This is an optimization exercise on Yosys and OpenROAD, whose aim is small area, not a production implementation. In this exercise RTL edits were held to simulation tests only and were not proved equivalent to the original. In every run shown here, the design's own scripts or RTL, not TritonCTS, make the clock network. No driver is modelled on the clock port, so clock power and skew are understated where the tree is cut down; a real chip needs a root buffer or a tree. No activity file was given, so power comes from the tool's default toggle rates.

$ cat flow/flow/run.sh
#!/bin/bash
# Layout flow: the standard flow (standard.sh) with these changes:
#  - synthesis runs synth_recipe.tcl unchanged except that ABC maps the design
#    with each script in flow/abc/ and keeps the smallest result, and Yosys's
#    extract_fa step is skipped (flow/multi_abc.tcl);
#  - port buffers use the smallest buffer, sky130_fd_sc_hd__buf_1;
#  - after CTS, its H-tree is replaced by three clock buffers fed from the
#    clock port, each driving a third of the registers (flow/post_cts.tcl).
# Every tool's output goes to a log file in this folder.
set -euo pipefail
W=$(pwd)
export FLOW_WORK="$W" FLOW_FLOW_DIR="$W/flow"
cat > "$W/own_synth.tcl" <<TCL
source {$W/flow/multi_abc.tcl}
source {$W/synth_recipe.tcl}
TCL
sed "s#SYNTH_SCRIPT=[^ ]*synth_recipe.tcl#SYNTH_SCRIPT=$W/own_synth.tcl#" standard.sh > own_standard.sh
grep -q "SYNTH_SCRIPT=$W/own_synth.tcl" own_standard.sh
export BUFFER_PORTS_ARGS="-buffer_cell sky130_fd_sc_hd__buf_1"
export POST_CTS_TCL="$W/flow/post_cts.tcl"
bash own_standard.sh synth > "$W/synth.log" 2>&1
bash own_standard.sh finish > "$W/layout.log" 2>&1
test -s out/final.def
$ cat flow/flow/abc/b1.script
&get -n
&st
&dch -f
&nf -R 1000
&put
topo
$ cat flow/flow/abc/b2.script
&get -n
&st
&dch -f
&nf -R 1000 -p
&put
topo
$ cat flow/flow/abc/c3.script
&get -n
&st
&dch -f
&nf -R 1000 -p -C 32 -F 8
&put
topo
$ cat flow/flow/abc/dT10.script
&get -n
&st
&deepsyn -T 10
&dch -f
&nf -R 1000 -p
&put
topo
$ cat flow/flow/clkbufs.tcl
# Replace the clock tree that CTS built with K clock buffers fed straight from
# the clock port, each driving the register clock pins of one cluster
# (k-means on the pins' positions).
proc clkbufs_replace {cell k} {
  set block [ord::get_db_block]
  set port_net [$block findNet i_clk]
  set sinks {}
  foreach inst [$block getInsts] {
    foreach it [$inst getITerms] {
      if {[$it isInputSignal] && [[$it getMTerm] getSigType] == "CLOCK"} { lappend sinks $it }
    }
  }
  set tree {}
  foreach inst [$block getInsts] {
    set n [$inst getName]
    if {[string match clkbuf_* $n] || [string match clkload* $n]} { lappend tree $inst }
  }
  set nets {}
  foreach inst $tree {
    foreach it [$inst getITerms] {
      set net [$it getNet]
      if {$net eq "NULL" || $net eq ""} { continue }
      if {[$net getName] ne "i_clk" && [lsearch $nets $net] < 0} { lappend nets $net }
    }
  }
  foreach inst $tree { odb::dbInst_destroy $inst }
  foreach n $nets { odb::dbNet_destroy $n }
  # sink positions
  set xs {}; set ys {}
  foreach it $sinks {
    set b [[$it getInst] getBBox]
    lappend xs [expr {([$b xMin] + [$b xMax]) / 2.0}]
    lappend ys [expr {([$b yMin] + [$b yMax]) / 2.0}]
  }
  set n [llength $sinks]
  # k-means, seeded with sinks spread along the sorted-by-x order
  set order [lsort -real -indices $xs]
  set cx {}; set cy {}
  for {set j 0} {$j < $k} {incr j} {
    set i [lindex $order [expr {int(($j + 0.5) * $n / $k)}]]
    lappend cx [lindex $xs $i]; lappend cy [lindex $ys $i]
  }
  for {set iter 0} {$iter < 50} {incr iter} {
    # balanced assignment: nearest centre first, at most ceil(n/k) pins each
    set cap [expr {($n + $k - 1) / $k}]
    set pairs {}
    for {set i 0} {$i < $n} {incr i} {
      for {set j 0} {$j < $k} {incr j} {
        lappend pairs [list [expr {abs([lindex $xs $i] - [lindex $cx $j]) + abs([lindex $ys $i] - [lindex $cy $j])}] $i $j]
      }
    }
    set asg [lrepeat $n -1]
    set cnt [lrepeat $k 0]
    foreach p [lsort -real -index 0 $pairs] {
      lassign $p d i j
      if {[lindex $asg $i] < 0 && [lindex $cnt $j] < $cap} {
        lset asg $i $j
        lset cnt $j [expr {[lindex $cnt $j] + 1}]
      }
    }
    for {set j 0} {$j < $k} {incr j} {
      set sx 0; set sy 0; set c 0
      for {set i 0} {$i < $n} {incr i} {
        if {[lindex $asg $i] == $j} { set sx [expr {$sx + [lindex $xs $i]}]; set sy [expr {$sy + [lindex $ys $i]}]; incr c }
      }
      if {$c > 0} { lset cx $j [expr {$sx / $c}]; lset cy $j [expr {$sy / $c}] }
    }
  }
  set master [[ord::get_db] findMaster $cell]
  for {set j 0} {$j < $k} {incr j} {
    set buf [odb::dbInst_create $block $master clkbuf_leaf_$j]
    set net [odb::dbNet_create $block clknet_leaf_$j]
    $net setSigType CLOCK
    [$buf findITerm A] connect $port_net
    [$buf findITerm X] connect $net
    set c 0
    for {set i 0} {$i < $n} {incr i} {
      if {[lindex $asg $i] == $j} {
        set it [lindex $sinks $i]
        $it disconnect
        $it connect $net
        incr c
      }
    }
    $buf setLocation [expr {int([lindex $cx $j])}] [expr {int([lindex $cy $j])}]
    $buf setPlacementStatus PLACED
    puts "clkbufs_replace: clkbuf_leaf_$j ($cell) drives $c clock pins"
  }
  puts "clkbufs_replace: removed [llength $tree] clock tree cells"
}
$ cat flow/flow/multi_abc.tcl
# Replaces the abc command that ORFS's synth.tcl calls: maps the design once
# with each ABC script in flow/abc/ and keeps the smallest result (cell area
# from the liberty file). Everything else about the call is unchanged.
proc abc {args} {
  set i [lsearch $args -script]
  set lib [lindex $args [expr {[lsearch $args -liberty] + 1}]]
  set dir [file join $::env(FLOW_FLOW_DIR) abc]
  yosys design -save my_pre_abc
  set best ""; set best_area 1e30
  foreach s [lsort [glob [file join $dir *.script]]] {
    yosys design -load my_pre_abc
    yosys abc {*}[lreplace $args [expr {$i + 1}] [expr {$i + 1}] $s]
    set rpt [file join $::env(FLOW_WORK) abc_stat.txt]
    yosys tee -q -o $rpt stat -liberty $lib
    set f [open $rpt]; set t [read $f]; close $f
    regexp {Chip area for module[^:]*:\s*([0-9.]+)} $t -> area
    puts "multi_abc: [file tail $s] area $area"
    if {$area < $best_area} { set best_area $area; set best $s; yosys design -save my_best_abc }
  }
  yosys design -load my_best_abc
  puts "multi_abc: kept [file tail $best] area $best_area"
}
# No half/full-adder extraction: the adder cells would keep ABC from
# optimising through them.
proc extract_fa {args} { }
$ cat flow/flow/post_cts.tcl
# POST_CTS_TCL hook: swap CTS's H-tree for three clock buffers fed straight
# from the clock port (see clkbufs.tcl), then legalise again.
source [file join [file dirname [info script]] clkbufs.tcl]
clkbufs_replace sky130_fd_sc_hd__clkbuf_4 3
detailed_placement
check_placement -verbose
estimate_parasitics -placement
report_clock_skew
$ cat flow/standard.sh
#!/bin/bash
# synth_recipe.tcl (not shown) runs the flow's synth.tcl, then flattens the netlist and writes it again
# the make line also repeats each setting of config.mk as NAME=value (left out here)
make -C /OpenROAD-flow-scripts/flow DESIGN_CONFIG=/design/flow/config.mk WORK_HOME=/design/flow/orfs CLKGATE_MAP_FILE= SYNTH_SCRIPT=/design/flow/synth_recipe.tcl "${@:-finish}"
$ cat flow/config.mk
export PLATFORM = sky130hd
export DESIGN_NAME = TimeClock
export DESIGN_NICKNAME = TimeClock
export VERILOG_FILES = /design/flow/design.v
export SDC_FILE = /design/flow/constraint.sdc
export NUM_CORES = 4
export LEC_CHECK = 0
export CAP_MARGIN = 20
export CORE_MARGIN = 2
export CORE_UTILIZATION = 40
export SLEW_MARGIN = 20
$ cat flow/constraint.sdc
create_clock -name core_clock -period 10.0 [get_ports {i_clk}]
set_input_delay 2.0000 -clock core_clock [delete_from_list [all_inputs] [get_ports {i_clk}]]
set_output_delay 2.0000 -clock core_clock [all_outputs]
set_load 0.01 [all_outputs]
$ cat flow/design.v
`timescale 1ns / 1ps
module TimeClock(
    input i_clk,
    input i_reset,
    input i_modeSW,
    input i_OnOffSW,
    output [3:0] o_FND_Digit,
    output [7:0] o_FND_Font
    );
    reg       r_half;                  
    reg [3:0] r_cs1, r_cs10;           
    reg [3:0] r_s1;  reg [2:0] r_s10;  
    reg [3:0] r_m1;  reg [2:0] r_m10;  
    reg [3:0] r_ho;  reg r_hx;         
    wire cs1_9  = r_cs1[3] & r_cs1[0];
    wire cs10_9 = r_cs10[3] & r_cs10[0];
    wire s1_9   = r_s1[3] & r_s1[0];
    wire s10_5  = r_s10[2] & r_s10[0];
    wire m1_9   = r_m1[3] & r_m1[0];
    wire m10_5  = r_m10[2] & r_m10[0];
    wire h_23   = r_ho[3] & r_ho[1] & r_ho[0];
    wire ho_9   = r_ho[3] & ~r_ho[2] & r_ho[0];
    wire [3:0] h1  = {r_ho[3] & ~r_ho[2], r_ho[2] & ~r_ho[3], r_ho[1:0]};
    wire [1:0] h10 = {r_ho[3] & r_ho[2], r_hx};
    wire e_cs1  = ~r_half;
    wire e_cs10 = e_cs1 & cs1_9;
    wire e_s1   = e_cs10 & cs10_9;
    wire e_s10  = e_s1 & s1_9;
    wire e_m1   = e_s10 & s10_5;
    wire e_m10  = e_m1 & m1_9;
    wire e_h    = e_m10 & m10_5;
    function [3:0] inc10(input [3:0] d, input c);
        inc10 = d ^ {c & d[0] & (d[3] | d[2] & d[1]),
                     c & d[0] & d[1],
                     c & d[0] & ~d[3],
                     c};
    endfunction
    function [2:0] inc6(input [2:0] d, input c);
        inc6 = d ^ {c & d[0] & (d[2] | d[1]),
                    c & d[0] & ~d[2],
                    c};
    endfunction
    always @(posedge i_clk or posedge i_reset) begin
        if (i_reset) begin
            r_half <= 0;
            r_cs1 <= 0; r_cs10 <= 0;
            r_s1 <= 0;  r_s10 <= 0;
            r_m1 <= 0;  r_m10 <= 0;
            r_ho <= 0;  r_hx <= 0;
        end else begin
            r_half <= ~r_half;
            r_cs1  <= inc10(r_cs1, e_cs1);
            r_cs10 <= inc10(r_cs10, e_cs10);
            r_s1   <= inc10(r_s1, e_s1);
            r_s10  <= inc6(r_s10, e_s10);
            r_m1   <= inc10(r_m1, e_m1);
            r_m10  <= inc6(r_m10, e_m10);
            if (e_h) begin
                if (h_23) begin
                    r_ho <= 0;
                end else if (ho_9) begin
                    r_ho <= r_hx ? 4'b1100 : 4'b0000;
                    r_hx <= ~r_hx;
                end else
                    r_ho <= r_ho + 4'd1;
            end
        end
    end
    wire [2:0] p;
    assign p[0] = ~r_cs1[3] & (r_cs1[2] | (r_cs1[1] & r_cs1[0]));
    assign p[1] = r_cs10[0] ^ r_cs1[3];
    assign p[2] = r_cs10[1] ^ r_s1[0] ^ (r_cs10[0] & r_cs1[3]);
    assign o_FND_Digit = i_OnOffSW ? 4'b1111 : ~(4'b0001 << p[1:0]);
    wire q0 = ~p[1] & ~p[0], q1 = ~p[1] & p[0], q2 = p[1] & ~p[0], q3 = p[1] & p[0];
    wire hm = ~i_modeSW, sc = i_modeSW;
    wire [3:0] v = ({4{hm & q0}} & r_m1) | ({4{hm & q1}} & {1'b0, r_m10}) |
                   ({4{hm & q2}} & h1) | ({4{hm & q3}} & {2'b00, h10}) |
                   ({4{sc & q0}} & r_cs1) | ({4{sc & q1}} & r_cs10) |
                   ({4{sc & q2}} & r_s1) | ({4{sc & q3}} & {1'b0, r_s10});
    wire [6:0] seg;
    assign seg[0] = ~v[1] & (v[2] ? ~v[0] : v[0] & ~v[3]);           
    assign seg[1] = v[2] & (v[1] ^ v[0]);                            
    assign seg[2] = ~v[2] & v[1] & ~v[0];                            
    assign seg[3] = v[2] ? (v[1] ~^ v[0]) : (v[0] & ~v[1]);          
    assign seg[4] = v[0] | (v[2] & ~v[1]);                           
    assign seg[5] = v[2] ? (v[1] & v[0]) : (~v[3] & (v[1] | v[0]));  
    assign seg[6] = v[2] ? (v[1] & v[0]) : (~v[3] & ~v[1]);          
    wire cs_lt50 = ~(r_cs10[3] | (r_cs10[2] & (r_cs10[1] | r_cs10[0])));
    assign o_FND_Font[6:0] = p[2] ? 7'h7f : seg;
    assign o_FND_Font[7]   = ~(p[2] & p[1] & ~p[0] & cs_lt50);
endmodule
==> summary.md, run 1 <==
| Metric | Value |
|---|---|
| Run status | `timing/DRC/antenna clean` |
| Initial Util | `between 40% and 50%` |
| Max FO, Critical Path | `8` |
| Total placed cells including tap cells | `222` |
| Std-Cell Rows | `21` |
| Async set or reset register ratio after synthesis | `100%` |
| Post-synthesis share of cell area spent on and, or, nand and nor gates | `24.3%` |
| Post-synth net total | `between 150 and 200` |
| Most frequent cell after synthesis | `sky130_fd_sc_hd__nand2_1` |
| Die area | `about 4000 µm²` |
| Final HPWL DP | `around 2.3 mm` |
| Total power after layout | `162 µW` |
| Die Y-Extent | `around 64 µm` |
| Required time of the worst setup path | `8.00 ns` |
| Count of pins over their slew limit | `0` |
| Multi-input combinational cell area | `just over 700 µm²` |
| Fraction of layout cells with a size suffix above 1 | `about 2.8%` |
| Via count of the first global-routing pass | `1232` |
| Wire per inst | `13.6 µm` |
| YS warnings | `1` |
| Via/cell ratio | `around 5.5` |
| Most frequently used flop master after synthesis | `sky130_fd_sc_hd__dfrtp_1` |
| Final-report setup violation count | `0` |
| All-layer global routing usage | `~17%` |
| # port buffers | `15` |
| Layout Area Growth over Synthesis | `9.83%` |
| Die W | `64.0 µm` |
| RSZ-0062 raised after global routing | `false` |
| Post-detailed-routing wire length | `between 3 and 4 mm` |
| Maximum single-stage delay on the critical path | `roughly 0.25 ns` |
| Worst setup skew after layout | `around 0.0035 ns` |
| Max Cap Violations | `0` |
| Reg-to-reg startpoint | `r_cs1[3]` |
| Part of the Yosys area used for sequential elements | `slightly below 50%` |
| Start point of the worst hold path | `r_m10[1]` |
| Global-route wire length before repair | `5.44 mm` |
| Number of enable flip-flop cells after synthesis | `0` |
| CORE AREA | `about 3400 µm²` |
| Most instantiated cells after synthesis | `sky130_fd_sc_hd__nand2_1 (29), sky130_fd_sc_hd__dfrtp_1 (28), sky130_fd_sc_hd__nor2_1 (20), sky130_fd_sc_hd__a21oi_1 (12), sky130_fd_sc_hd__xnor2_1 (10)` |
| Clock insertion delay at the later pin of the skew report | `around 0.16 ns` |
| Synthesized-area fraction occupied by adder cells | `0%` |
| DR top layer | `met4` |
| I/O pins | `16` |
| Timing startpoint of the critical path | `i_modeSW` |
| Average cell area after synthesis | `8.94 µm²` |
| Static Leakage | `between 0.6 and 0.7 nW` |
| Routed metal-1 wire length | `about 1.4 mm` |
| Clk pin slew, worst setup/hold paths | `around 0.090 ns` |
| Register Area | `701 µm²` |
| Final total negative setup slack | `0 ns` |
| Share of the clock period used by the worst path | `55.6%` |
| Final routed DRC violation total | `0` |
| Data arrival at the endpoint of the critical path | `3.56 ns` |
| Post-Route Utilization | `a little under half` |
| Pin count of the biggest net entering global routing | `29` |
| Number of standard cells in the layout, taps in and fillers out | `about 230` |
| Headroom to the max-slew limit | `around 45%` |
| Hold Vio Cnt, Final | `0` |
| Fillers | `~320` |
| Main combinational cell family by area after synthesis | `simple AND/OR/NAND/NOR gates` |
| Num Clock Sinks | `28` |
| Area share of xor/xnor cells in the synthesized design | `roughly 8.5%` |
| Final weighted congestion of routability-driven global placement | `approximately 0.91` |
| Compound-cell area share of the yosys netlist | `16.9%` |
| Kind of cell adding the most delay to the critical path | `compound AO/OA/AOI/OAI gates` |
| Netlist Area Pre-Place | `about 1400 µm²` |
| Number of library cell types mapped by synthesis | `28` |
| Seq cells post-synth | `28` |
| Starting DRC count in detailed routing | `76` |
| Maximum achievable frequency | `approximately 180 MHz` |
| Share of cell area taken by muxes after synthesis | `less than 1%` |
| Type of origin of the critical path | `input port` |
| Cell type of the slowest stage on the worst timing path | `sky130_fd_sc_hd__buf_1` |
| Slew at the pin with the worst max-slew slack | `around 0.82 ns` |
| First-pass iteration count of the detailed router | `4` |
| Cell type contributing the most total cell area after synthesis | `sky130_fd_sc_hd__dfrtp_1` |
| Largest vdd supply drop | `0.0671 mV` |
| Synth top area share | `between 40% and 50%` |
| Final critical delay including setup and external delays | `approximately 5.6 ns` |
| Crit end category | `primary output` |
| Met3 wire length | `roughly 97 µm` |
| Number of instances in the synthesized netlist | `between 150 and 200` |
| Worst min-delay path class | `reg2reg` |
| Initial antenna violation count | `0` |
| Diode insertion count for antenna repair | `0` |
| Vias after detailed routing | `between 1000 and 1500` |
| WP buf/inv | `2` |
| Cell types with the largest area share after synthesis | `sky130_fd_sc_hd__dfrtp_1 (49%), sky130_fd_sc_hd__nand2_1 (7.6%), sky130_fd_sc_hd__xnor2_1 (6.1%), sky130_fd_sc_hd__nor2_1 (5.2%), sky130_fd_sc_hd__a21oi_1 (4.2%)` |
| Number of nets in the finished design | `between 150 and 200` |
| Routed wl met2 | `approximately 1.5 mm` |
| Critical-path cell list | `buf_1 -> nand3_1 -> a221oi_1 -> a21o_1 -> o31a_1 -> o21ai_0 -> o21ai_0 -> buf_1` |
| Grt total ovfl | `0` |
| Crit Path Category | `in2out` |
| Power density relative to cell area | `roughly 100 nW/µm²` |
| Count of antenna-violating nets left after detailed routing | `0` |
[worst reg2reg max path: stages, from the launching register on]
cell	delay, ns
sky130_fd_sc_hd__dfrtp_1	0.49
sky130_fd_sc_hd__nand2_1	0.20
sky130_fd_sc_hd__nor2_1	0.33
sky130_fd_sc_hd__and3_1	0.35
sky130_fd_sc_hd__and3_1	0.24
sky130_fd_sc_hd__and3_1	0.31
sky130_fd_sc_hd__and3_1	0.25
sky130_fd_sc_hd__nand3_1	0.20
sky130_fd_sc_hd__o21bai_1	0.24
sky130_fd_sc_hd__mux2_1	0.32
[layout by cell type (no fill, tap or decap), types with 2 or more instances in the layout]
master / instances
sky130_fd_sc_hd__a21oi_1: 12
sky130_fd_sc_hd__nor2b_1: 4
sky130_fd_sc_hd__nand2_1: 29
sky130_fd_sc_hd__nor2_1: 20
sky130_fd_sc_hd__buf_1: 15
sky130_fd_sc_hd__a221oi_1: 4
sky130_fd_sc_hd__nand3_1: 8
sky130_fd_sc_hd__a21o_1: 2
sky130_fd_sc_hd__dfrtp_1: 28
sky130_fd_sc_hd__nand2b_1: 5
sky130_fd_sc_hd__clkinv_1: 2
sky130_fd_sc_hd__and2_0: 2
sky130_fd_sc_hd__o21ai_0: 5
sky130_fd_sc_hd__a22oi_1: 3
sky130_fd_sc_hd__xor2_1: 4
sky130_fd_sc_hd__xnor2_1: 10
sky130_fd_sc_hd__a31oi_1: 4
sky130_fd_sc_hd__clkbuf_4: 3
sky130_fd_sc_hd__nor3_1: 4
sky130_fd_sc_hd__and3_1: 4
[state kept, by name, summed over array words and instances, names as in the netlist]
register,count
r_cs10,4
r_cs1,4
r_ho,4
r_m1,4
r_s1,4
r_m10,3
r_s10,3
r_half,1
r_hx,1
[logic make-up (layout without fill, tap and decap cells)]
family,count (synthesis),count (layout)
buffers and inverters,3,22
XOR/XNOR,14,14
flip-flops,28,28
AO/OA/AOI/OAI,37,37
multiplexers,1,1
AND/OR/NAND/NOR,78,78
[per-layer routing]
layer | GRT usage, % | up-vias
met5 | 0 | -
met4 | 7.88 | 0
met3 | 4.05 | 10
met2 | 27.7 | 18
met1 | 20.6 | 613
li1 | - | 606
[final timing paths]
path	slack [ns]	cells after the start	to
min in group asynchronous	1.87	2	r_m1[2]
worst max-delay path	4.44	8	o_FND_Font[1]
max in group asynchronous	7.73	2	r_ho[1]
worst min register to register	0.51	1	r_m10[1]
worst max register to register	6.97	9	r_ho[3]
worst min-delay path	0.51	1	r_m10[1]
[through the flow]
step	cell area [µm²]	worst slack [ns]	hold slack [ns]
2_1_floorplan	1440	4.89	0.463
3_3_place_gp	1550	4.62	0.482
3_5_place_dp	1550	4.50	0.492
5_1_grt	1580	4.18	0.534
6_report	1580	4.44	0.508
[power breakdown]
group	leakage (nW)	switching (mW)	internal, mW
Clock	0.0138	0.0273	0.0144
Sequential	0.371	0	0.113
Combinational	0.313	0.00517	0.00184
[final cells by class]
type	instances	area share, %
Sequential cell	28	44.3
Multi-Input combinational cell	130	46.0
Tap cell	46	3.64
Inverter	3	0.713
Buffer	3	1.43
Timing Repair Buffer	16	3.88
==> run 2, diff against run 1 <==
--- a/flow/flow/run.sh
+++ b/flow/flow/run.sh
@@ -1,7 +1,7 @@
 #!/bin/bash
 # Layout flow: the standard flow (standard.sh) with these changes:
 #  - synthesis runs synth_recipe.tcl unchanged except that ABC maps the design
-#    with each script in flow/abc/ and keeps the smallest result, and Yosys's
+#    with several ABC scripts and keeps the smallest result, and Yosys's
 #    extract_fa step is skipped (flow/multi_abc.tcl);
 #  - port buffers use the smallest buffer, sky130_fd_sc_hd__buf_1;
 #  - after CTS, its H-tree is replaced by three clock buffers fed from the
==> flow/flow/multi_abc.tcl (replaced) <==
# Replaces the abc command that ORFS's synth.tcl calls: maps the design with
# several ABC scripts (below) and keeps the smallest result (cell area from
# the liberty file). Everything else about the call is unchanged.
proc my_abc_scripts {} {
  set map {&dch -f
&nf -R 1000 -p
&put
topo}
  set scripts {}
  lappend scripts "&get -n\n&st\n&dch -f\n&nf -R 1000\n&put\ntopo"
  lappend scripts "&get -n\n&st\n&dch -f\n&nf -R 1000 -p -C 32 -F 8\n&put\ntopo"
  for {set s 0} {$s < 16} {incr s} {
    lappend scripts "&get -n\n&st\n&deepsyn -T 10 -S $s\n$map"
  }
  return $scripts
}
proc abc {args} {
  set i [lsearch $args -script]
  set lib [lindex $args [expr {[lsearch $args -liberty] + 1}]]
  yosys design -save my_pre_abc
  set best ""; set best_area 1e30; set n 0
  foreach text [my_abc_scripts] {
    incr n
    set s [file join $::env(FLOW_WORK) abc_try_$n.script]
    set f [open $s w]; puts $f $text; close $f
    yosys design -load my_pre_abc
    yosys abc {*}[lreplace $args [expr {$i + 1}] [expr {$i + 1}] $s]
    set rpt [file join $::env(FLOW_WORK) abc_stat.txt]
    yosys tee -q -o $rpt stat -liberty $lib
    set f [open $rpt]; set t [read $f]; close $f
    regexp {Chip area for module[^:]*:\s*([0-9.]+)} $t -> area
    puts "multi_abc: try $n area $area"
    if {$area < $best_area} { set best_area $area; set best $n; yosys design -save my_best_abc }
  }
  yosys design -load my_best_abc
  puts "multi_abc: kept try $best area $best_area"
}
# No half/full-adder extraction: the adder cells would keep ABC from
# optimising through them.
proc extract_fa {args} { }
removed: flow/flow/abc/b1.script
removed: flow/flow/abc/b2.script
removed: flow/flow/abc/c3.script
removed: flow/flow/abc/dT10.script
==> run 2 against run 1 <==
Die area decreased by 0.98%. Combinational power is 8.4% lower. Worst hold slack worse by 0.0071 ns. Synthesized cell count shrank 5.6%. Largest power group unchanged. Highest routed layer unchanged.
==> summary.md, run 2 <==
| Metric | Value |
|---|---|
| Reg2reg path depth | `10 (+1)` |
| Diode insertion count for antenna repair | `0 (unchanged)` |
| Worst setup skew after layout | `0.0141 ns (+0.0106 ns)` |
| Headroom to the max-slew limit | `32.4% (-13 points)` |
| Part of the Yosys area used for sequential elements | `49.2% (+0.51 points)` |
| Final HPWL DP | `2.17 mm (-5.6%)` |
| Number of library cell types mapped by synthesis | `27 (-3.6%)` |
| Via/cell ratio | `5.37 (-2.8%)` |
| Slack of the worst reg-to-reg path | `6.63 ns (-0.34 ns)` |
| Max FO, Critical Path | `6 (-2)` |
| Post-detailed-routing wire length | `2.90 mm (-5.6%)` |
| Max Cap Violations | `0 (unchanged)` |
| Die area | `4050 µm² (-0.98%)` |
| Most frequent cell after synthesis | `sky130_fd_sc_hd__dfrtp_1` |
| Cell type contributing the most total cell area after synthesis | `sky130_fd_sc_hd__dfrtp_1` |
| Hold Vio Cnt, Final | `0 (unchanged)` |
| Wire per inst | `13.4 µm (-1.2%)` |
| Static Leakage | `0.690 nW (-1.1%)` |
| Starting DRC count in detailed routing | `89 (+17%)` |
| Crit Path Category | `in2out` |
| Worst Hold Depth | `1 (unchanged)` |
| Number of nets in the finished design | `176 (-5.4%)` |
| Worst reg2reg path endpoint | `r_ho[3]` |
| Share of cell area taken by muxes after synthesis | `0.791% (+0.0083 points)` |
| Die W | `63.7 µm (-0.49%)` |
| Post-synth net total | `156 (-5.5%)` |
| Final weighted congestion of routability-driven global placement | `0.843 (-7.3%)` |
| Compound-cell area share of the yosys netlist | `19.0% (+2.1 points)` |
| Number of instances in the synthesized netlist | `152 (-5.6%)` |
| Pin count of the biggest net entering global routing | `29 (unchanged)` |
| Clock insertion delay at the later pin of the skew report | `0.17 ns (about the same)` |
| Average cell area after synthesis | `9.37 µm² (+4.8%)` |
| Fillers | `339 (+5.6%)` |
| Final-report setup violation count | `0 (unchanged)` |
| Initial Util | `42.0% (-0.44 points)` |
| Vias after detailed routing | `1159 (-7.1%)` |
| Cell types with the largest area share after synthesis | `sky130_fd_sc_hd__dfrtp_1 (49%), sky130_fd_sc_hd__xnor2_1 (6.2%), sky130_fd_sc_hd__a21oi_1 (4.9%), sky130_fd_sc_hd__nand2_1 (4.7%), sky130_fd_sc_hd__nor2_1 (4.2%)` |
| I/O pins | `16 (unchanged)` |
| # port buffers | `15 (unchanged)` |
| Area share of xor/xnor cells in the synthesized design | `8.61% (+0.090 points)` |
| Main combinational cell family by area after synthesis | `simple AND/OR/NAND/NOR gates` |
| Number of enable flip-flop cells after synthesis | `0 (unchanged)` |
| Worst-case hold slack | `0.501 ns (-0.00708 ns)` |
| Grt total ovfl | `0 (unchanged)` |
| All-layer global routing usage | `15.5% (-1.3 points)` |
| Power density relative to cell area | `104 nW/µm² (+1.9%)` |
| First-pass iteration count of the detailed router | `4 (unchanged)` |
| Final routed DRC violation total | `0 (unchanged)` |
| Die Y-Extent | `63.7 µm (-0.49%)` |
| YS warnings | `1 (unchanged)` |
| Crit end category | `primary output` |
| Total placed cells including tap cells | `213 (-4.1%)` |
| RSZ-0062 raised after global routing | `false` |
| Global-route wire length before repair | `4.98 mm (-8.4%)` |
| Most frequently used flop master after synthesis | `sky130_fd_sc_hd__dfrtp_1` |
| Reg-to-reg startpoint | `r_cs1[3]` |
| Largest vdd supply drop | `0.0389 mV (-42%)` |
| Post-synthesis share of cell area spent on and, or, nand and nor gates | `21.4% (-3.0 points)` |
| Type of origin of the critical path | `input port` |
| Final total negative setup slack | `0 ns (unchanged)` |
| Count of antenna-violating nets left after detailed routing | `0 (unchanged)` |
| Number of standard cells in the layout, taps in and fillers out | `216 (-4.4%)` |
| Layout Area Growth over Synthesis | `9.58%` |
| Required time of the worst setup path | `8.00 ns (about the same)` |
| Async set or reset register ratio after synthesis | `100% (unchanged)` |
| Initial antenna violation count | `0 (unchanged)` |
| Maximum achievable frequency | `179 MHz (-0.48%)` |
| Min-Delay Endpoint | `r_half` |
| Slew at the pin with the worst max-slew slack | `1.01 ns (+0.187 ns)` |
| Final critical delay including setup and external delays | `5.58 ns (+0.0268 ns)` |
| CORE AREA | `3390 µm² (unchanged)` |
| Most frequent cells in the layout | `sky130_fd_sc_hd__dfrtp_1 (28), sky130_fd_sc_hd__nand2_1 (18), sky130_fd_sc_hd__nor2_1 (16)` |
| Most common library cell in the layout ignoring fill and taps | `sky130_fd_sc_hd__dfrtp_1` |
| Synth top area share | `49.2% (+0.51 points)` |
| Synthesized-area fraction occupied by adder cells | `0% (unchanged)` |
| Netlist Area Pre-Place | `1420 µm² (-1.0%)` |
| Start point of the worst hold path | `r_half` |
| Seq cells post-synth | `28 (unchanged)` |
| Std-Cell Rows | `21 (unchanged)` |
| Share of the clock period used by the worst path | `55.8% (+0.27 points)` |
| Count of pins over their slew limit | `0 (unchanged)` |
| Num Clock Sinks | `28 (unchanged)` |
| Fraction of layout cells with a size suffix above 1 | `2.35% (-0.42 points)` |
| Run status | `timing/DRC/antenna clean` |
| Worst min-delay path class | `reg2reg` |
| Most instantiated cells after synthesis | `sky130_fd_sc_hd__dfrtp_1 (28), sky130_fd_sc_hd__nand2_1 (18), sky130_fd_sc_hd__nor2_1 (16), sky130_fd_sc_hd__a21oi_1 (14), sky130_fd_sc_hd__xnor2_1 (10)` |
| Data arrival at the endpoint of the critical path | `3.58 ns (+0.02 ns)` |
| Via count of the first global-routing pass | `1073 (-13%)` |
| Clk pin slew, worst setup/hold paths | `0.10 ns (about the same)` |
==> run 2: cell count changes after synthesis, moves of 2 or more <==
cell and delta:
sky130_fd_sc_hd__a21oi_1 +2, sky130_fd_sc_hd__nand2b_1 +2, sky130_fd_sc_hd__nand2_1 -11, sky130_fd_sc_hd__a222oi_1 +2, sky130_fd_sc_hd__a22o_1 +2, sky130_fd_sc_hd__nor2_1 -4
==> run 2: final cells by class <==
type                            instances  area, µm²  share of cell area [%]
Tap cell                               46       57.6                    3.69
Inverter                                4       15.0                   0.962
Timing Repair Buffer                   15       56.3                    3.61
Sequential cell                        28        701                    44.9
Buffer                                  3       22.5                    1.44
Multi-Input combinational cell        120        708                    45.4
==> run 2: per-stage QoR <==
stage	util, %	cell area [µm²]	total power, mW	worst slack (ns)
floorplan	-	1420	0.120	4.84
global placement	45.4	1540	0.122	4.56
detailed placement	45.4	1540	0.122	4.43
global route	46.0	1560	0.169	4.21
finish	46.0	1560	0.163	4.42
==> run 2: cells by family (layout without fill, tap and decap cells) <==
| logic type | count (synthesis) | count (layout) |
|---|---|---|
| buffers and inverters | 4 | 22 |
| AOI/OAI and AO/OA | 41 | 41 |
| and+or+nand+nor | 64 | 64 |
| muxes | 1 | 1 |
| xor gates and xnor gates | 14 | 14 |
| DFF | 28 | 28 |
==> run 2: worst max-delay path, stage by stage <==
cell and delay [ns]:
sky130_fd_sc_hd__buf_1 0.20, sky130_fd_sc_hd__clkinv_1 0.16, sky130_fd_sc_hd__a221oi_1 0.25, sky130_fd_sc_hd__a22o_1 0.29, sky130_fd_sc_hd__o31ai_1 0.14, sky130_fd_sc_hd__o21bai_1 0.20, sky130_fd_sc_hd__o21ai_0 0.17, sky130_fd_sc_hd__buf_1 0.17
==> run 2: worst max-delay path by stage <==
| stage | start | end | slack [ns] |
|---|---|---|---|
| after global routing | i_modeSW | o_FND_Font[0] | 4.21 |
| after floorplan | i_modeSW | o_FND_Font[1] | 4.84 |
| after detailed placement | i_modeSW | o_FND_Font[1] | 4.43 |
| after global placement | i_modeSW | o_FND_Font[0] | 4.56 |
| final | i_modeSW | o_FND_Font[1] | 4.42 |
==> run 2: power breakdown <==
| part | switching, mW | internal [mW] |
|---|---|---|
| logic | 0.00478 | 0.00164 |
| registers | 0 | 0.113 |
| clock network | 0.0289 | 0.0144 |
| total | 0.0336 | 0.129 |
==> run 2: metal layers <==
layer,share of wire [%],wire (µm),vias to the layer above,global-route usage [%]
met5,0,0,-,0
met4,1.4,40,0,4.89
met3,3.9,113,5,4.29
met2,44,1270,17,23.9
met1,51,1480,557,21.1
li1,-,-,580,-
==> run 3, diff against run 2 <==
--- a/flow/design.v
+++ b/flow/design.v
@@ -18,7 +18,6 @@
     wire s10_5  = r_s10[2] & r_s10[0];
     wire m1_9   = r_m1[3] & r_m1[0];
     wire m10_5  = r_m10[2] & r_m10[0];
-    wire h_23   = r_ho[3] & r_ho[1] & r_ho[0];
     wire ho_9   = r_ho[3] & ~r_ho[2] & r_ho[0];
     wire [3:0] h1  = {r_ho[3] & ~r_ho[2], r_ho[2] & ~r_ho[3], r_ho[1:0]};
     wire [1:0] h10 = {r_ho[3] & r_ho[2], r_hx};
@@ -56,9 +55,7 @@
             r_m1   <= inc10(r_m1, e_m1);
             r_m10  <= inc6(r_m10, e_m10);
             if (e_h) begin
-                if (h_23) begin
-                    r_ho <= 0;
-                end else if (ho_9) begin
+                if (ho_9) begin
                     r_ho <= r_hx ? 4'b1100 : 4'b0000;
                     r_hx <= ~r_hx;
                 end else
==> run 3 against run 2 <==
Synthesized cell count rose by 0.66%. Final area is 0.56% lower. Clock skew up 0.0089 ns. Largest power group unchanged. First-iteration DRC count up 13%. Critical path type unchanged. Critical endpoint unchanged. Largest cell class is now sequential cells.
==> summary.md, run 3 <==
| Metric | Value |
|---|---|
| Critical-path cell list | `buf_1 -> clkinv_1 -> a221oi_1 -> a22o_1 -> or2_0 -> o21a_1 -> nand2_1 -> o21ai_0 -> buf_1` |
| Part of the Yosys area used for sequential elements | `49.7% (+0.48 points)` |
| Required time of the worst setup path | `8.00 ns (about the same)` |
| Max FO, Critical Path | `6 (unchanged)` |
| Worst-case setup slack after placement | `4.41 ns (-0.0199 ns)` |
| Initial Util | `41.9% (-0.081 points)` |
| Netlist Area Pre-Place | `1410 µm² (-0.97%)` |
| Starting DRC count in detailed routing | `101 (+13%)` |
| Crit Path Category | `in2out` |
| Net switching power of the design | `31.3 µW (-6.9%)` |
| Number of nets in the finished design | `178 (+1.1%)` |
| Worst-case hold slack | `0.486 ns (-0.0145 ns)` |
| Via/cell ratio | `5.48 (+2.2%)` |
| Num Clock Sinks | `28 (unchanged)` |
| Die W | `63.4 µm (-0.45%)` |
| Initial antenna violation count | `0 (unchanged)` |
| Switching Fraction | `19.5% (-1.2 points)` |
| Cell repeated most along the worst path | `sky130_fd_sc_hd__buf_1` |
| Layout Area Growth over Synthesis | `10.0%` |
| Std-Cell Rows | `21 (unchanged)` |
| Hold Vio Cnt, Final | `0 (unchanged)` |
| Wire per inst | `13.6 µm (+0.99%)` |
| Vias after detailed routing | `1195 (+3.1%)` |
| Die area | `4020 µm² (-0.89%)` |
| Met3 wire length | `149 µm (+32%)` |
| Most instantiated cells after synthesis | `sky130_fd_sc_hd__dfrtp_1 (28), sky130_fd_sc_hd__nand2_1 (21), sky130_fd_sc_hd__a21oi_1 (15), sky130_fd_sc_hd__nor2_1 (15), sky130_fd_sc_hd__xnor2_1 (11)` |
| First-pass iteration count of the detailed router | `6 (+2)` |
| Routed wl met2 | `1.43 mm (+12%)` |
| Worst Slack Setup Final | `4.38 ns (-0.0353 ns)` |
| I/O pins | `16 (unchanged)` |
| Data arrival at the endpoint of the critical path | `3.62 ns (+0.04 ns)` |
| Maximum achievable frequency | `178 MHz (-0.63%)` |
| Largest vdd supply drop | `0.0533 mV (+37%)` |
| Final total negative setup slack | `0 ns (unchanged)` |
| Clk pin slew, worst setup/hold paths | `0.08 ns (-0.02 ns)` |
| Static Leakage | `0.677 nW (-1.9%)` |
| Global-route wire length before repair | `5.17 mm (+3.8%)` |
| Reg-to-reg startpoint | `r_cs1[3]` |
| Async set or reset register ratio after synthesis | `100% (unchanged)` |
| Number of enable flip-flop cells after synthesis | `0 (unchanged)` |
| Final HPWL DP | `2.20 mm (+1.1%)` |
| Most common library cell in the layout ignoring fill and taps | `sky130_fd_sc_hd__dfrtp_1` |
| Final-report setup violation count | `0 (unchanged)` |
| Clock insertion delay at the later pin of the skew report | `0.17 ns (about the same)` |
| Final weighted congestion of routability-driven global placement | `0.798 (-5.3%)` |
| Start point of the worst hold path | `r_half` |
| Type of origin of the critical path | `input port` |
| Worst min-delay path class | `reg2reg` |
| Die Y-Extent | `63.4 µm (-0.45%)` |
| Most frequent cell after synthesis | `sky130_fd_sc_hd__dfrtp_1` |
| Grt total ovfl | `0 (unchanged)` |
| RSZ-0062 raised after global routing | `false` |
| # port buffers | `15 (unchanged)` |
| Cell internal pwr | `129 µW (about the same)` |
| Crit end category | `primary output` |
| Count of pins over their slew limit | `0 (unchanged)` |
| Cell type of the slowest stage on the worst timing path | `sky130_fd_sc_hd__a22o_1` |
| Final critical delay including setup and external delays | `5.62 ns (+0.0353 ns)` |
| Clock Power Share | `25.5% (-1.1 points)` |
| Routed metal-1 wire length | `1.37 mm (-7.2%)` |
| Power density relative to cell area | `104 nW/µm² (-0.82%)` |
| All-layer global routing usage | `16.1% (+0.52 points)` |
| Run status | `timing/DRC/antenna clean` |
| Average cell area after synthesis | `9.22 µm² (-1.6%)` |
| Seq cells post-synth | `28 (unchanged)` |
| Fraction of layout cells with a size suffix above 1 | `2.91% (+0.55 points)` |
| YS warnings | `1 (unchanged)` |
| Synth top area share | `49.7% (+0.48 points)` |
| Via count of the first global-routing pass | `1133 (+5.6%)` |
| Number of library cell types mapped by synthesis | `24 (-11%)` |
| Count of antenna-violating nets left after detailed routing | `0 (unchanged)` |
| Cell types with the largest area share after synthesis | `sky130_fd_sc_hd__dfrtp_1 (50%), sky130_fd_sc_hd__xnor2_1 (6.8%), sky130_fd_sc_hd__nand2_1 (5.6%), sky130_fd_sc_hd__a21oi_1 (5.3%), sky130_fd_sc_hd__nor2_1 (4.0%)` |
| Cell type contributing the most total cell area after synthesis | `sky130_fd_sc_hd__dfrtp_1` |
| Post-synth net total | `157 (+0.64%)` |
| Pin count of the biggest net entering global routing | `29 (unchanged)` |
| Share of the clock period used by the worst path | `56.2% (+0.35 points)` |
| Max Cap Violations | `0 (unchanged)` |
| CORE AREA | `3360 µm² (-0.78%)` |
| Most frequent cells in the layout | `sky130_fd_sc_hd__dfrtp_1 (28), sky130_fd_sc_hd__nand2_1 (21), sky130_fd_sc_hd__nor2_1 (15), sky130_fd_sc_hd__a21oi_1 (15), sky130_fd_sc_hd__buf_1 (15)` |
| Headroom to the max-slew limit | `44.6% (+12 points)` |
| Maximum single-stage delay on the critical path | `0.28 ns (about the same)` |
| Share of total power in sequential cells | `70.4% (+0.9 points)` |
| Diode insertion count for antenna repair | `0 (unchanged)` |
| Post-detailed-routing wire length | `2.96 mm (+1.9%)` |
| DR top layer | `met4` |
| Combinational share of power | `4.0% (about the same)` |
| Timing startpoint of the critical path | `i_modeSW` |
| Number of instances in the synthesized netlist | `153 (+0.66%)` |
| Final routed DRC violation total | `0 (unchanged)` |
| Most frequently used flop master after synthesis | `sky130_fd_sc_hd__dfrtp_1` |
| Worst setup skew after layout | `0.0230 ns (+0.00886 ns)` |
| Slew at the pin with the worst max-slew slack | `0.825 ns (-0.181 ns)` |
==> run 3: cell types whose count changed in the layout (fill, tap and decap cells not counted), sizes merged, moves of 2 or more <==
cell,change
a21o,-3
nand2,+3
nand3,+2
nor2b,-3
o21a,+3
==> run 3: final timing paths <==
| kind | to | slack [ns] | cells past startpoint |
|---|---|---|---|
| worst max-delay path | o_FND_Font[1] | 4.38 | 9 |
| worst min-delay path | r_half | 0.49 | 1 |
| worst max register to register | r_ho[3] | 6.81 | 10 |
| worst min register to register | r_half | 0.49 | 1 |
| max in group asynchronous | r_s1[2] | 7.74 | 2 |
| min in group asynchronous | r_ho[1] | 1.85 | 2 |
==> run 3: stage by stage <==
step	total power [mW]	cell area, µm²	util (%)	instances
global route	0.169	1550	46.1	218
floorplan	0.120	1410	-	153
detailed placement	0.122	1520	45.3	214
global placement	0.122	1520	45.3	214
finish	0.161	1550	46.1	218
==> run 3: cells by family after synthesis <==
kind of cell,synth area share [%]
AO/OA/AOI/OAI,18.1
AND/OR/NAND/NOR,21.5
flip-flops,49.7
multiplexers,0.710
XOR/XNOR,8.70
buffers and inverters,1.33
==> run 3: routing by layer <==
| layer | up-vias | global-route usage (%) |
|---|---|---|
| met2 | 31 | 27.8 |
| met3 | 2 | 3.57 |
| met1 | 571 | 21.0 |
| met4 | 0 | 2.45 |
| li1 | 591 | - |
| met5 | - | 0 |
==> run 3: power by group through the flow <==
stage	Clock [mW]	Combinational (mW)	Sequential (mW)
after floorplan	0	0.00468	0.115
after global placement	0	0.00632	0.115
after detailed placement	0	0.00668	0.115
after global routing	0.0478	0.00760	0.113
final	0.0410	0.00650	0.113
==> run 3: area by class of cell <==
class,count,area [µm²]
Sequential cell,28,701
Tap cell,46,57.6
Inverter,5,18.8
Timing Repair Buffer,16,61.3
Multi-Input combinational cell,120,691
Buffer,3,22.5
Fill cell,362,1810
==> run 3: worst max-delay path: cells and delay by family <==
kind | cells | cell delay [ns]
compound gates | 4 | 0.86
simple gates | 2 | 0.23
buf+inv | 3 | 0.53
==> run 4, diff against run 3 <==
--- a/flow/config.mk
+++ b/flow/config.mk
@@ -5,7 +5,7 @@
 export SDC_FILE = /design/flow/constraint.sdc
 export NUM_CORES = 4
 export LEC_CHECK = 0
-export CAP_MARGIN = 20
+export CAP_MARGIN = 0
 export CORE_MARGIN = 2
 export CORE_UTILIZATION = 40
-export SLEW_MARGIN = 20
+export SLEW_MARGIN = 0
==> run 4 against run 3 <==
Critical path depth is the same. Via count shrank 1.6%. Core utilization shrank 0.15 points. Largest power group unchanged. Die area is the same. Setup slack lost 0.011 ns. Global-route usage is the same. Routed wire length shrank 1.0%. Area after synthesis is the same. Synthesized cell count is the same. Combinational power is essentially flat. Highest routed layer unchanged. Critical path type unchanged. Sequential share of layout area grew 0.15 points.
==> summary.md, run 4 <==
| Metric | Value |
|---|---|
| Seq cells post-synth | `28 (unchanged)` |
| Cell repeated most along the worst path | `sky130_fd_sc_hd__buf_1` |
| I/O pins | `16 (unchanged)` |
| Clock insertion delay at the later pin of the skew report | `0.17 ns (about the same)` |
| Number of nets in the finished design | `177 (-0.56%)` |
| # port buffers | `15 (unchanged)` |
| Number of library cell types mapped by synthesis | `24 (unchanged)` |
| Most frequent cells in the layout | `sky130_fd_sc_hd__dfrtp_1 (28), sky130_fd_sc_hd__nand2_1 (21), sky130_fd_sc_hd__nor2_1 (15), sky130_fd_sc_hd__a21oi_1 (15), sky130_fd_sc_hd__buf_1 (15)` |
| Final weighted congestion of routability-driven global placement | `0.798 (unchanged)` |
| Crit end category | `primary output` |
| Static Leakage | `0.669 nW (-1.2%)` |
| Critical-path cell list | `buf_1 -> clkinv_1 -> a221oi_1 -> a22o_1 -> or2_0 -> o21a_1 -> nand2_1 -> o21ai_0 -> buf_1` |
| Max Cap Violations | `0 (unchanged)` |
| Average cell area after synthesis | `9.22 µm² (unchanged)` |
| Die area | `4020 µm² (unchanged)` |
| Cell type of the slowest stage on the worst timing path | `sky130_fd_sc_hd__a22o_1` |
| Via/cell ratio | `5.42 (-1.1%)` |
| Num Clock Sinks | `28 (unchanged)` |
| CORE AREA | `3360 µm² (unchanged)` |
| Type of origin of the critical path | `input port` |
| Most frequent cell after synthesis | `sky130_fd_sc_hd__dfrtp_1` |
| Worst-case hold slack | `0.486 ns (unchanged)` |
| YS warnings | `1 (unchanged)` |
| Final-report setup violation count | `0 (unchanged)` |
| Slew at the pin with the worst max-slew slack | `1.06 ns (+0.239 ns)` |
| Final total negative setup slack | `0 ns (unchanged)` |
| Clk pin slew, worst setup/hold paths | `0.08 ns (about the same)` |
| Kind of cell adding the most delay to the critical path | `compound AO/OA/AOI/OAI gates` |
| Placed inst area | `1520 µm² (unchanged)` |
| Count of antenna-violating nets left after detailed routing | `0 (unchanged)` |
| Fraction of layout cells with a size suffix above 1 | `1.75% (-1.2 points)` |
| Layout Area Growth over Synthesis | `9.67%` |
| Pin count of the biggest net entering global routing | `29 (unchanged)` |
| Cell type contributing the most total cell area after synthesis | `sky130_fd_sc_hd__dfrtp_1` |
| Netlist Area Pre-Place | `1410 µm² (unchanged)` |
| Run status | `timing/DRC/antenna clean` |
| Maximum achievable frequency | `178 MHz (-0.19%)` |
| RSZ-0062 raised after global routing | `false` |
| Headroom to the max-slew limit | `28.5% (-16 points)` |
| Hold Vio Cnt, Final | `0 (unchanged)` |
| Grt total ovfl | `0 (unchanged)` |
| Std-Cell Rows | `21 (unchanged)` |
| Total power after layout | `160 µW (about the same)` |
| Post-synth net total | `157 (unchanged)` |
| Post-Route Utilization | `46.0% (-0.15 points)` |
| Cell types with the largest area share after synthesis | `sky130_fd_sc_hd__dfrtp_1 (50%), sky130_fd_sc_hd__xnor2_1 (6.8%), sky130_fd_sc_hd__nand2_1 (5.6%), sky130_fd_sc_hd__a21oi_1 (5.3%), sky130_fd_sc_hd__nor2_1 (4.0%)` |
| Most instantiated cells after synthesis | `sky130_fd_sc_hd__dfrtp_1 (28), sky130_fd_sc_hd__nand2_1 (21), sky130_fd_sc_hd__a21oi_1 (15), sky130_fd_sc_hd__nor2_1 (15), sky130_fd_sc_hd__xnor2_1 (11)` |
| Most frequently used flop master after synthesis | `sky130_fd_sc_hd__dfrtp_1` |
| Global-route wire length before repair | `5.17 mm (unchanged)` |
| Cell area after layout | `1550 µm² (-0.32%)` |
| Worst setup skew after layout | `0.0227 ns (-0.000262 ns)` |
| Share of the clock period used by the worst path | `56.3% (+0.11 points)` |
| Initial Util | `41.9% (unchanged)` |
| Data arrival at the endpoint of the critical path | `3.63 ns (about the same)` |
| Required time of the worst setup path | `8.00 ns (about the same)` |
| Worst min-delay path class | `reg2reg` |
| Max FO, Critical Path | `6 (unchanged)` |
| Crit Path Category | `in2out` |
| All-layer global routing usage | `16.1% (unchanged)` |
| Count of pins over their slew limit | `0 (unchanged)` |
| Final routed DRC violation total | `0 (unchanged)` |
| Wire per inst | `13.5 µm (-0.59%)` |
| Final HPWL DP | `2.20 mm (unchanged)` |
| Die Y-Extent | `63.4 µm (unchanged)` |
| Power density relative to cell area | `104 nW/µm² (+0.26%)` |
| Number of enable flip-flop cells after synthesis | `0 (unchanged)` |
| Number of instances in the synthesized netlist | `153 (unchanged)` |
| WP buf/inv | `3 (unchanged)` |
| Via count of the first global-routing pass | `1133 (unchanged)` |
| First-pass iteration count of the detailed router | `4 (-2)` |
| Vias after detailed routing | `1176 (-1.6%)` |
| Post-detailed-routing wire length | `2.93 mm (-1.0%)` |
| Largest vdd supply drop | `0.0531 mV (-0.33%)` |
| Starting DRC count in detailed routing | `95 (-5.9%)` |
| Synth top area share | `49.7% (unchanged)` |
| Initial antenna violation count | `0 (unchanged)` |
| Most common library cell in the layout ignoring fill and taps | `sky130_fd_sc_hd__dfrtp_1` |
| Part of the Yosys area used for sequential elements | `49.7% (unchanged)` |
| Final critical delay including setup and external delays | `5.63 ns (+0.0105 ns)` |
| Async set or reset register ratio after synthesis | `100% (unchanged)` |
| Maximum single-stage delay on the critical path | `0.28 ns (about the same)` |
| Diode insertion count for antenna repair | `0 (unchanged)` |
| Die W | `63.4 µm (unchanged)` |
run 4: cell type report:
| type | instances | area (µm²) |
|---|---|---|
| Tap cell | 46 | 57.6 |
| Sequential cell | 28 | 701 |
| Buffer | 3 | 22.5 |
| Timing Repair Buffer | 15 | 56.3 |
| Fill cell | 362 | 1820 |
| Multi-Input combinational cell | 120 | 691 |
| Inverter | 5 | 18.8 |
run 4: logic make-up after synthesis:
| logic type | Yosys count | share of synthesized area (%) |
|---|---|---|
| flops | 28 | 49.7 |
| xor+xnor | 14 | 8.70 |
| simple gates | 65 | 21.5 |
| compound gates | 40 | 18.1 |
| mux | 1 | 0.710 |
| buf+inv | 5 | 1.33 |
run 4: through the flow:
step / setup slack, ns / cells
3_5_place_dp: 4.41 / 214
6_report: 4.37 / 217
2_1_floorplan: 4.77 / 153
5_1_grt: 4.11 / 217
3_3_place_gp: 4.53 / 214
run 4: per-layer routing:
metal / vias to the layer above / routed length [µm] / share of wire [%] / track usage (%)
li1: 584 / - / - / -
met1: 561 / 1350 / 46 / 21.0
met2: 29 / 1430 / 49 / 27.8
met4: 0 / 10 / 0.34 / 2.45
met3: 2 / 135 / 4.6 / 3.57
met5: - / 0 / 0 / 0
run 4: path summary, 6_finish.rpt:
| check | to | slack, ns | startpoint | cells after the start |
|---|---|---|---|---|
| hold / removal | r_half | 0.49 | r_half | 1 |
| setup / recovery | o_FND_Font[1] | 4.37 | i_modeSW | 9 |
| hold reg to reg | r_half | 0.49 | r_half | 1 |
| max in group asynchronous | r_s1[2] | 7.63 | i_reset | 2 |
| setup reg to reg | r_ho[3] | 6.82 | r_cs1[3] | 10 |
| min in group asynchronous | r_ho[1] | 1.90 | i_reset | 2 |
run 4: report_power, final:
| part | internal [mW] | switching, mW | total, mW |
|---|---|---|---|
| Clock | 0.0144 | 0.0265 | 0.0409 |
| Combinational | 0.00176 | 0.00473 | 0.00649 |
| Sequential | 0.113 | 0 | 0.113 |
| Total | 0.129 | 0.0312 | 0.160 |
==> run 5, diff against run 4 <==
--- a/flow/flow/multi_abc.tcl
+++ b/flow/flow/multi_abc.tcl
@@ -7,9 +7,7 @@
 &put
 topo}
   set scripts {}
-  lappend scripts "&get -n\n&st\n&dch -f\n&nf -R 1000\n&put\ntopo"
-  lappend scripts "&get -n\n&st\n&dch -f\n&nf -R 1000 -p -C 32 -F 8\n&put\ntopo"
-  for {set s 0} {$s < 16} {incr s} {
+  foreach s {5 12} {
     lappend scripts "&get -n\n&st\n&deepsyn -T 10 -S $s\n$map"
   }
   return $scripts
==> run 5 against run 4 <==
Still clean. Clock power increased by 5%. Core utilization increased by 0.16 points. Worst hold slack improved by 0.024 ns. Via count increased by 2.6%. Final area increased by 1.1%. Synthesized cell count increased by 3.3%. Largest power group unchanged.
==> summary.md, run 5 <==
| Metric | Value |
|---|---|
| Critical-path cell list | `buf_1 -> nand2_1 -> a221oi_1 -> a22o_1 -> o31a_1 -> o21ai_0 -> o21ai_0 -> buf_1` |
| Part of the Yosys area used for sequential elements | `49.1% (-0.61 points)` |
| YS warnings | `1 (unchanged)` |
| Synth top area share | `49.1% (-0.61 points)` |
| Pin count of the biggest net entering global routing | `29 (unchanged)` |
| Seq cells post-synth | `28 (unchanged)` |
| Maximum single-stage delay on the critical path | `0.29 ns (about the same)` |
| Number of nets in the finished design | `182 (+2.8%)` |
| RSZ-0062 raised after global routing | `false` |
| Starting DRC count in detailed routing | `67 (-29%)` |
| Worst min-delay path class | `reg2reg` |
| Headroom to the max-slew limit | `32.8% (+4.2 points)` |
| Vias after detailed routing | `1207 (+2.6%)` |
| Type of origin of the critical path | `input port` |
| Max FO, Critical Path | `8 (+2)` |
| Number of enable flip-flop cells after synthesis | `0 (unchanged)` |
| Grt met2 use | `27.1% (-0.66 points)` |
| I/O pins | `16 (unchanged)` |
| Initial Util | `42.1% (+0.19 points)` |
| Final routed DRC violation total | `0 (unchanged)` |
| Count of pins over their slew limit | `0 (unchanged)` |
| Final critical delay including setup and external delays | `5.49 ns (-0.143 ns)` |
| Netlist Area Pre-Place | `1430 µm² (+1.2%)` |
| Slew at the pin with the worst max-slew slack | `1.00 ns (-0.0616 ns)` |
| Total placed cells including tap cells | `219 (+2.3%)` |
| Die W | `63.7 µm (+0.58%)` |
| Register Area | `701 µm² (unchanged)` |
| Hold Vio Cnt, Final | `0 (unchanged)` |
| # port buffers | `15 (unchanged)` |
| Num Clock Sinks | `28 (unchanged)` |
| Final-report setup violation count | `0 (unchanged)` |
| Via/cell ratio | `5.44 (+0.32%)` |
| Data arrival at the endpoint of the critical path | `3.49 ns (-0.14 ns)` |
| Reg-to-reg startpoint | `r_cs1[3]` |
| Largest vdd supply drop | `0.0552 mV (+3.8%)` |
| Post-synth net total | `162 (+3.2%)` |
| Initial antenna violation count | `0 (unchanged)` |
| Clk pin slew, worst setup/hold paths | `0.11 ns (+0.03 ns)` |
| Die area | `4060 µm² (+1.2%)` |
| Most frequently used flop master after synthesis | `sky130_fd_sc_hd__dfrtp_1` |
| Wire per inst | `13.7 µm (+1.7%)` |
| Static Leakage | `0.679 nW (+1.4%)` |
| Average cell area after synthesis | `9.04 µm² (-2.0%)` |
| Final HPWL DP | `2.25 mm (+2.5%)` |
| Async set or reset register ratio after synthesis | `100% (unchanged)` |
| Grt total ovfl | `0 (unchanged)` |
| Met3 GRT Util | `3.17% (-0.40 points)` |
| Most common library cell in the layout ignoring fill and taps | `sky130_fd_sc_hd__dfrtp_1` |
| Peak-usage layer in the global routing report | `met2` |
| Fraction of layout cells with a size suffix above 1 | `1.70% (-0.050 points)` |
| Start point of the worst hold path | `r_half` |
| Slack of the worst reg-to-reg path | `6.81 ns (about the same)` |
| Global-route wire length before repair | `5.22 mm (+0.93%)` |
| Most frequent cells in the layout | `sky130_fd_sc_hd__dfrtp_1 (28), sky130_fd_sc_hd__nand2_1 (23), sky130_fd_sc_hd__nor2_1 (17)` |
| Final total negative setup slack | `0 ns (unchanged)` |
| Number of standard cells in the layout, taps in and fillers out | `222 (+2.3%)` |
| Fillers | `339 (-6.4%)` |
| Reg2reg path depth | `10 (unchanged)` |
| Worst-case hold slack | `0.510 ns (+0.0236 ns)` |
| Cell type contributing the most total cell area after synthesis | `sky130_fd_sc_hd__dfrtp_1` |
| Met1 track demand over resource in global routing | `22.1% (+1.2 points)` |
| Total power after layout | `162 µW (+0.68%)` |
| Post-detailed-routing wire length | `3.05 mm (+4.0%)` |
| Max Cap Violations | `0 (unchanged)` |
| Number of instances in the synthesized netlist | `158 (+3.3%)` |
| Crit end category | `primary output` |
| Required time of the worst setup path | `8.00 ns (about the same)` |
| Min-Delay Endpoint | `r_half` |
| Multi-input combinational cell area | `704 µm² (+2.0%)` |
| Worst Hold Depth | `1 (unchanged)` |
| Most instantiated cells after synthesis | `sky130_fd_sc_hd__dfrtp_1 (28), sky130_fd_sc_hd__nand2_1 (23), sky130_fd_sc_hd__nor2_1 (17), sky130_fd_sc_hd__a21oi_1 (15), sky130_fd_sc_hd__xnor2_1 (11)` |
| Worst reg2reg path endpoint | `r_ho[3]` |
| Diode insertion count for antenna repair | `0 (unchanged)` |
| Most frequent cell after synthesis | `sky130_fd_sc_hd__dfrtp_1` |
| Share of the clock period used by the worst path | `54.9% (-1.4 points)` |
| Layout Area Growth over Synthesis | `9.55%` |
| Crit Path Category | `in2out` |
| Count of antenna-violating nets left after detailed routing | `0 (unchanged)` |
| Worst setup skew after layout | `0.0167 ns (-0.00606 ns)` |
| Number of library cell types mapped by synthesis | `28 (+17%)` |
| Clock insertion delay at the later pin of the skew report | `0.17 ns (about the same)` |
| Cell type of the slowest stage on the worst timing path | `sky130_fd_sc_hd__a22o_1` |
| Via count of the first global-routing pass | `1140 (+0.62%)` |
| Die Y-Extent | `63.7 µm (+0.58%)` |
| All-layer global routing usage | `16.3% (+0.21 points)` |
| Std-Cell Rows | `21 (unchanged)` |
| First-pass iteration count of the detailed router | `4 (unchanged)` |
| Run status | `timing/DRC/antenna clean` |
| Cell types with the largest area share after synthesis | `sky130_fd_sc_hd__dfrtp_1 (49%), sky130_fd_sc_hd__xnor2_1 (6.7%), sky130_fd_sc_hd__nand2_1 (6.0%), sky130_fd_sc_hd__a21oi_1 (5.3%), sky130_fd_sc_hd__nor2_1 (4.5%)` |
| Power density relative to cell area | `103 nW/µm² (-0.45%)` |
| CORE AREA | `3390 µm² (+0.78%)` |
| Final weighted congestion of routability-driven global placement | `0.825 (+3.4%)` |
| Maximum achievable frequency | `182 MHz (+2.6%)` |
## run 5: logic make-up (layout without fill, tap and decap cells)
| logic type | after synthesis | after routing | share of synthesized area, % |
|---|---|---|---|
| muxes | 1 | 1 | 0.701 |
| DFF | 28 | 28 | 49.1 |
| xor gates and xnor gates | 14 | 14 | 8.59 |
| buffers and inverters | 6 | 24 | 1.58 |
| AOI/OAI and AO/OA | 43 | 43 | 18.8 |
| and+or+nand+nor | 66 | 66 | 21.2 |
## run 5: worst max-delay path by stage
stage / start / end / slack [ns]
floorplan: i_modeSW / o_FND_Font[1] / 4.83
global placement: i_modeSW / o_FND_Font[1] / 4.62
detailed placement: i_modeSW / o_FND_Font[1] / 4.55
global route: i_modeSW / o_FND_Font[1] / 4.27
finish: i_modeSW / o_FND_Font[1] / 4.51
## run 5: final cells by class
type                       instances  share of cell area, %
multi-input combinational        124                   45.0
sequential                        28                   44.8
inverter                           6                   1.44
buffer                             3                   1.44
timing repair buffer              15                   3.60
tap                               46                   3.68
## run 5: per-layer routing
| metal | wire [µm] | part of all wire [%] |
|---|---|---|
| met1 | 1500 | 49 |
| met5 | 0 | 0 |
| met4 | 0 | 0 |
| met3 | 140 | 4.6 |
| met2 | 1400 | 46 |
## run 5: report_power, final
part,switching (mW),total [mW],internal [mW]
Clock,0.0284,0.0428,0.0144
Sequential,0,0.113,0.113
Combinational,0.00430,0.00561,0.00131
Total,0.0327,0.162,0.129
## run 5: per-stage QoR
step / worst slack [ns] / instance area, µm² / utilization [%]
5_1_grt: 4.27 / 1560 / 46.1
6_report: 4.51 / 1560 / 46.1
2_1_floorplan: 4.83 / 1430 / -
3_3_place_gp: 4.62 / 1540 / 45.5
3_5_place_dp: 4.55 / 1540 / 45.5
## run 5: critical path, delay by kind of cell
family                 cells  cell delay (ns)
and+or+nand+nor            1             0.08
AOI/OAI and AO/OA          5             1.00
buffers and inverters      2             0.40

[afterwards: timing with drivers on the ports]
How much do the figures lean on ideal ports? The routed layouts below were timed once more, with nothing changed but the port constraints.
Step 1 (the two cells are an assumption about what drives the block):
set clk [get_ports {i_clk}]
set_driving_cell -lib_cell sky130_fd_sc_hd__clkbuf_16 $clk
set_driving_cell -lib_cell sky130_fd_sc_hd__buf_2 [delete_from_list [all_inputs] $clk]
Step 2 also shifts input and output timing later by t, the mid clock arrival at the registers, as if the neighbouring blocks saw the same clock.
a / b / c = ideal ports / drivers / drivers and shift; a / b = the first two.
| run | t, ns | setup WS [ns] | latest minus earliest clock arrival (ns) | slew at the worst register clock pin (ns) | worst slew at a driven data input, ns |
|---|---|---|---|---|---|
| run 1 | 0.195 | 4.444 / 4.403 / 4.403 | 0.003 / 0.004 | 0.10 / 0.10 | 0.04 |
| run 2 | 0.198 | 4.417 / 4.384 / 4.384 | 0.014 / 0.015 | 0.11 / 0.11 | 0.03 |
| run 3 | 0.189 | 4.382 / 4.360 / 4.360 | 0.023 / 0.023 | 0.11 / 0.11 | 0.03 |
| run 4 | 0.188 | 4.371 / 4.350 / 4.350 | 0.022 / 0.023 | 0.11 / 0.11 | 0.03 |
| run 5 | 0.196 | 4.514 / 4.481 / 4.481 | 0.016 / 0.017 | 0.11 / 0.11 | 0.03 |
After both steps every run listed still meets setup and hold. The setup slack of run 1, which loses most, moves by -0.041 ns with the drivers and by -0.041 ns with both steps.
